From an optimization exercise on the open Yosys and OpenROAD flow, aimed at small area, a short achievable clock period and few clock cycles; shortcuts taken in it are not production practice.
Where RTL was checked, it was by simulation tests only, not by an equivalence proof against the original.
Power and IR drop assume default switching activity.

==> flow/design.v (excerpt) <==
module cpu (
  output [15:0] imem_addr,
  input  [15:0] imem_rdata,
  output [15:0] dmem_addr,
  input  [15:0] dmem_rdata,
  output [15:0] dmem_wdata,
  output        dmem_write,
  input         start,
  input         stop,
  input         CLK,
  input         RSTN
  );
Size: about 230 flip-flops, roughly 85 I/O pins, about 15,000 um2 of cells after synthesis.
export LEC_CHECK = 0
export CAP_MARGIN = 20
export CORE_MARGIN = 2
export CORE_UTILIZATION = 40
export CTS_BUF_LIST = sky130_fd_sc_hd__clkbuf_4 sky130_fd_sc_hd__clkbuf_8
export PLACE_DENSITY = 0.6
export SETUP_SLACK_MARGIN = 5
export SLEW_MARGIN = 20
export TNS_END_PERCENT = 0
create_clock -name core_clock -period 8.0 [get_ports {CLK}]
standard.sh (not shown) runs the stock make flow with config.mk's settings and CLKGATE_MAP_FILE= SYNTH_SCRIPT=/design/flow/synth_recipe.tcl, a recipe that flattens the netlist after the stock synthesis.
==> flow/flow/run.sh <==
#!/bin/bash
# Standard layout, with plain buf_1 cells as the port buffers.
cp standard.sh standard_sh_copy.txt
export BUFFER_PORTS_ARGS="-buffer_cell sky130_fd_sc_hd__buf_1"
bash standard.sh > standard.log 2>&1
Testbench counts at the start, summed over its fixed seeds: cycles 33,795.
Next try:
--- a/flow/design.v
+++ b/flow/design.v
@@ -48,25 +48,26 @@
     cg = ra & ~rb;
     cl = ~ra & rb;
     for (q = 1; q < 16; q = q * 2)
       for (r = 15; r >= 0; r = r - 1)
         if ((r % (2 * q)) == (2 * q - 1)) begin
           cg[r] = cg[r] | (~cl[r] & cg[r - q]);
           cl[r] = cl[r] | (~cg[r] & cl[r - q]);
         end
   end
   wire gt = cg[15];
   wire [15:0] res = ({16{e_ld}} & dmem_rdata) | {16{e_sgt & gt}} | ({16{e_add}} & sum);
   wire z_add = ((ra ^ rb) == {ra[14:0] | rb[14:0], 1'b0});
-  wire z_ex  = e_sgt ? ~gt : z_add;
+  wire z_ld  = (dmem_rdata == 16'h0000);
+  wire z_ex  = e_ld ? z_ld : e_sgt ? ~gt : z_add;
   wire [15:0] m1_s, m1_c, m2_s, m2_c;
   wire as1 = (rb[0] & ra[6]) ^ (rb[1] & ra[5]);
   wire ac2 = (rb[0] & ra[6]) & (rb[1] & ra[5]);
   wire as3 = (rb[0] & ra[7]) ^ (rb[1] & ra[6]) ^ (rb[2] & ra[5]);
   wire ac4 = ((rb[0] & ra[7]) & (rb[1] & ra[6])) | ((rb[0] & ra[7]) & (rb[2] & ra[5])) | ((rb[1] & ra[6]) & (rb[2] & ra[5]));
   wire as5 = (rb[3] & ra[4]) ^ (rb[4] & ra[3]);
   wire ac6 = (rb[3] & ra[4]) & (rb[4] & ra[3]);
   wire as7 = (rb[0] & ra[8]) ^ (rb[1] & ra[7]) ^ (rb[2] & ra[6]);
   wire ac8 = ((rb[0] & ra[8]) & (rb[1] & ra[7])) | ((rb[0] & ra[8]) & (rb[2] & ra[6])) | ((rb[1] & ra[7]) & (rb[2] & ra[6]));
   wire as9 = (rb[3] & ra[5]) ^ (rb[4] & ra[4]) ^ (rb[5] & ra[3]);
   wire ac10 = ((rb[3] & ra[5]) & (rb[4] & ra[4])) | ((rb[3] & ra[5]) & (rb[5] & ra[3])) | ((rb[4] & ra[4]) & (rb[5] & ra[3]));
   wire as11 = (rb[0] & ra[9]) ^ (rb[1] & ra[8]) ^ (rb[2] & ra[7]);
@@ -264,68 +265,62 @@
   wire fwd_s = e_wen & (e_dst == fs);
   wire fwd_t = e_wen & (e_dst == ft);
   wire busy = e_mlt | e_ml2;
   wire sa_f = ~busy & ~d_li & fwd_s;
   wire sa_r = ~busy & ~d_li & ~fwd_s & ~zf[fs];
   wire sb_i = ~busy & d_li;
   wire sb_f = ~busy & ~d_li & fwd_t;
   wire sb_r = ~busy & ~d_li & ~fwd_t & ~zf[ft];
   wire [15:0] ra_d = ({16{e_mlt}} & m1_s) | ({16{e_ml2}} & m2_s) |
                      ({16{sa_f}} & res) | ({16{sa_r}} & rf_s);
   wire [15:0] rb_d = ({16{e_mlt}} & m1_c) | ({16{e_ml2}} & m2_c) |
                      ({16{sb_f}} & res) | ({16{sb_r}} & rf_t) | ({16{sb_i}} & imm);
-  wire hazard = (d_bnz | d_bz) & e_wen & e_ld & (e_dst == fs);
-  wire issue  = rv & run & ~busy & ~hazard;
+  wire issue  = rv & run & ~busy;
   wire fetch  = ~rv | issue;
   wire tk1 = issue & (d_b | d_bz);
   wire tk0 = issue & (d_b | d_bnz);
   wire [8:0]  lo_t   = {1'b0, pc[7:0]} + {1'b0, ir[7:0]};
   wire [8:0]  lo_i   = {1'b0, pc[7:0]} + 9'd1;
   wire [7:0]  hi_inc = pc[15:8] + 8'd1;
   wire [7:0]  hi_dec = pc[15:8] - 8'd1;
   wire [15:0] pc_inc = {lo_i[8] ? hi_inc : pc[15:8], lo_i[7:0]};
   wire [15:0] target = {(lo_t[8] & ~ir[7]) ? hi_inc :
                         (~lo_t[8] & ir[7]) ? hi_dec : pc[15:8], lo_t[7:0]};
   wire [15:0] pc_n  = fetch ? pc_inc : pc;
-  wire [15:0] pc_z1 = tk1 ? target : pc_n;
-  wire [15:0] pc_z0 = tk0 ? target : pc_n;
-  wire        rv_z1 = ~tk1 & (rv | fetch);
-  wire        rv_z0 = ~tk0 & (rv | fetch);
-  wire [15:0] pc_r  = zf[fs] ? pc_z1 : pc_z0;
-  wire        rv_r  = zf[fs] ? rv_z1 : rv_z0;
-  wire [15:0] pc_d  = ~fwd_s ? pc_r : z_ex ? pc_z1 : pc_z0;
-  wire        rv_d  = ~fwd_s ? rv_r : z_ex ? rv_z1 : rv_z0;
+  wire        redir = ~fwd_s ? (zf[fs] ? tk1 : tk0) : (z_ex ? tk1 : tk0);
+  wire [15:0] pc_d  = redir ? target : pc_n;
+  wire        rv_d  = ~redir & (rv | fetch);
   always @(posedge CLK or negedge RSTN) begin
     if (!RSTN) begin
       pc    <= 16'h0000;
       run   <= 1'b0;
       rv    <= 1'b0;
       e_st  <= 1'b0;
       e_wen <= 1'b0;
       e_mlt <= 1'b0;
       e_ml2 <= 1'b0;
       zf    <= 8'hff;
     end else begin
       if (start)
         run <= 1'b1;
       else if (stop)
         run <= 1'b0;
       pc <= pc_d;
       rv <= rv_d;
       e_st  <= issue & d_st;
       e_wen <= (issue & (d_ld | d_add | d_sgt | d_li)) | e_ml2;
       e_mlt <= issue & d_mlt;
       e_ml2 <= e_mlt;
       if (e_wen) begin
-        zf[e_dst]   <= e_ld ? (dmem_rdata == 16'h0000) : z_ex;
+        zf[e_dst] <= z_ex;
       end
     end
   end
   always @(posedge CLK) begin
     if (fetch)
       ir <= imem_rdata;
     ra <= ra_d;
     rb <= rb_d;
     mq <= {ra[7:0], rb[15:8]};
     if (busy) begin
       e_ld  <= 1'b0;
       e_sgt <= 1'b0;
After rerunning: Wire length goes up by 4.9%; synthesized area stays flat; power goes up by 1.6%; count of clock-buffer cells in the layout goes down by 1; clock skew goes down by 0.023 ns; utilization goes up by 0.90 points; final cell count goes up by 1.4%.
For the second run of this note, only the layout was checked, not whether the RTL still works.

Setup of 01-21:
cpu, a different RTL version from the one above (not shown whole).
Size in the first run: roughly 1300 cells after synthesis, ~240 flip-flops, roughly 85 I/O pins.
==> flow/design.v (excerpt) <==
module cpu (
  output [15:0] imem_addr,
  input  [15:0] imem_rdata,
  output [15:0] dmem_addr,
  input  [15:0] dmem_rdata,
  output [15:0] dmem_wdata,
  output        dmem_write,
  input         start,
  input         stop,
  input         CLK,
  input         RSTN
  );
==> flow/config.mk <==
export PLATFORM = sky130hd
export DESIGN_NAME = cpu
export DESIGN_NICKNAME = cpu
export VERILOG_FILES = /design/flow/design.v
export SDC_FILE = /design/flow/constraint.sdc
export NUM_CORES = 4
export LEC_CHECK = 0
export CAP_MARGIN = 20
export CORE_MARGIN = 2
export CORE_UTILIZATION = 40
export PLACE_DENSITY = 0.6
export SETUP_SLACK_MARGIN = 5
export SLEW_MARGIN = 20
==> flow/constraint.sdc <==
create_clock -name core_clock -period 8.0 [get_ports {CLK}]
set_input_delay 1.6000 -clock core_clock [delete_from_list [all_inputs] [get_ports {CLK}]]
set_output_delay 1.6000 -clock core_clock [all_outputs]
set_load 0.01 [all_outputs]
run.sh (not shown) runs the stock make flow with config.mk's settings and CLKGATE_MAP_FILE= SYNTH_SCRIPT=/design/flow/synth_recipe.tcl, a recipe that flattens the netlist after the stock synthesis.
Stock flow here: none of the scripts above is used.
01-21: full flow OK, the timing, design-rule and antenna checks passed
Changes in 01-13 relative to 01-21:
-- flow/design.v --
<<< 01-21, line 44
  wire d_bz  = (op == 2'b10) & (fd == 3'b010);
  wire [15:0] sum = ra + rb;
  wire gt = ra > rb;
  wire [15:0] res = ({16{e_ld}} & dmem_rdata) | {16{e_sgt & gt}} | ({16{e_add}} & sum);
  wire z_add = ((ra ^ rb) == {ra[14:0] | rb[14:0], 1'b0});
>>> 01-13, line 44
  wire d_bz  = (op == 2'b10) & (fd == 3'b010);
  wire [15:0] sum = ra + rb;
  reg [15:0] cg, cl;
  integer q, r;
  always @* begin
    cg = ra & ~rb;
    cl = ~ra & rb;
    for (q = 1; q < 16; q = q * 2)
      for (r = 15; r >= 0; r = r - 1)
        if ((r % (2 * q)) == (2 * q - 1)) begin
          cg[r] = cg[r] | (~cl[r] & cg[r - q]);
          cl[r] = cl[r] | (~cg[r] & cl[r - q]);
        end
  end
  wire gt = cg[15];
  wire [15:0] res = ({16{e_ld}} & dmem_rdata) | {16{e_sgt & gt}} | ({16{e_add}} & sum);
  wire z_add = ((ra ^ rb) == {ra[14:0] | rb[14:0], 1'b0});
<<< 01-21, line 263
  wire [15:0] rb_d = ({16{e_mlt}} & m1_c) | ({16{e_ml2}} & m2_c) |
                     ({16{sb_f}} & res) | ({16{sb_r}} & rf_t) | ({16{sb_i}} & imm);
  wire zs = fwd_s ? z_ex : zf[fs];
  wire hazard = (d_bnz | d_bz) & e_wen & e_ld & (e_dst == fs);
  wire taken  = d_b | (d_bnz & ~zs) | (d_bz & zs);
  wire issue  = rv & run & ~busy & ~hazard;
  wire fetch  = ~rv | issue;
  wire [8:0]  lo_t   = {1'b0, pc[7:0]} + {1'b0, ir[7:0]};
  wire [8:0]  lo_i   = {1'b0, pc[7:0]} + 9'd1;
>>> 01-13, line 275
  wire [15:0] rb_d = ({16{e_mlt}} & m1_c) | ({16{e_ml2}} & m2_c) |
                     ({16{sb_f}} & res) | ({16{sb_r}} & rf_t) | ({16{sb_i}} & imm);
  wire hazard = (d_bnz | d_bz) & e_wen & e_ld & (e_dst == fs);
  wire issue  = rv & run & ~busy & ~hazard;
  wire fetch  = ~rv | issue;
  wire tk1 = issue & (d_b | d_bz);
  wire tk0 = issue & (d_b | d_bnz);
  wire [8:0]  lo_t   = {1'b0, pc[7:0]} + {1'b0, ir[7:0]};
  wire [8:0]  lo_i   = {1'b0, pc[7:0]} + 9'd1;
<<< 01-21, line 275
  wire [15:0] target = {(lo_t[8] & ~ir[7]) ? hi_inc :
                        (~lo_t[8] & ir[7]) ? hi_dec : pc[15:8], lo_t[7:0]};
  always @(posedge CLK or negedge RSTN) begin
    if (!RSTN) begin
>>> 01-13, line 287
  wire [15:0] target = {(lo_t[8] & ~ir[7]) ? hi_inc :
                        (~lo_t[8] & ir[7]) ? hi_dec : pc[15:8], lo_t[7:0]};
  wire [15:0] pc_n  = fetch ? pc_inc : pc;
  wire [15:0] pc_z1 = tk1 ? target : pc_n;
  wire [15:0] pc_z0 = tk0 ? target : pc_n;
  wire        rv_z1 = ~tk1 & (rv | fetch);
  wire        rv_z0 = ~tk0 & (rv | fetch);
  wire [15:0] pc_r  = zf[fs] ? pc_z1 : pc_z0;
  wire        rv_r  = zf[fs] ? rv_z1 : rv_z0;
  wire [15:0] pc_d  = ~fwd_s ? pc_r : z_ex ? pc_z1 : pc_z0;
  wire        rv_d  = ~fwd_s ? rv_r : z_ex ? rv_z1 : rv_z0;
  always @(posedge CLK or negedge RSTN) begin
    if (!RSTN) begin
<<< 01-21, line 291
      else if (stop)
        run <= 1'b0;
      if (issue & taken) begin
        pc <= target;
        rv <= 1'b0;
      end else if (fetch) begin
        pc <= pc_inc;
        rv <= 1'b1;
      end
      e_st  <= issue & d_st;
      e_wen <= (issue & (d_ld | d_add | d_sgt | d_li)) | e_ml2;
>>> 01-13, line 312
      else if (stop)
        run <= 1'b0;
      pc <= pc_d;
      rv <= rv_d;
      e_st  <= issue & d_st;
      e_wen <= (issue & (d_ld | d_add | d_sgt | d_li)) | e_ml2;
==> comparison <==
Sort 01-21 and 01-13 by final-layout clock buffer total desc -> top: 01-13
Minimum hold slack up 13 ps in 01-13 wrt 01-21
Changes observed in 01-13 relative to 01-21: final routed wirelength across all metal layers increased about 1.2%; top achievable clock speed increased 1.0%; synthesized netlist cell count increased 23; xor/xnor share of the synthesized area essentially unchanged.
No run of this note included a check of the RTL's function; only the layout flow was run.

-- separate check: timing with driven ports --
No port has a modelled driver above. Below, the same layouts with a new extraction and two added sets of constraints. Step 1 sets driving cells, clkbuf_16 on the clock port and buf_2 on the other inputs (assumed; they add their load-dependent delay and slew). Step 2, shift: input delay + t, output delay - t, t = (earliest + latest rising clock arrival at the registers) / 2. This alone moves slack from input paths to output paths. Slacks: ideal ports / drivers / drivers and shift; pairs: ideal ports / drivers.
| run | t (ns) | setup WS [ns] | worst register clock-pin slew, ns | worst data-port slew with drivers (ns) |
|---|---|---|---|---|
| the first run of note 1 | 0.611 | 4.696 / 4.696 / 4.205 | 0.07 / 0.07 | 0.04 |
| the second run of note 1 | 0.606 | 4.517 / 4.521 / 3.915 | 0.07 / 0.07 | 0.05 |
| 01-21 | 0.579 | 4.613 / 4.613 / 4.463 | 0.07 / 0.07 | 0.05 |
| 01-13 | 0.598 | 4.648 / 4.648 / 4.477 | 0.08 / 0.08 | 0.04 |
After both steps setup and hold are still met in every run listed. For the second run of note 1, which loses most, drivers alone change the setup slack by +0.004 ns; drivers and shift together by -0.602 ns.
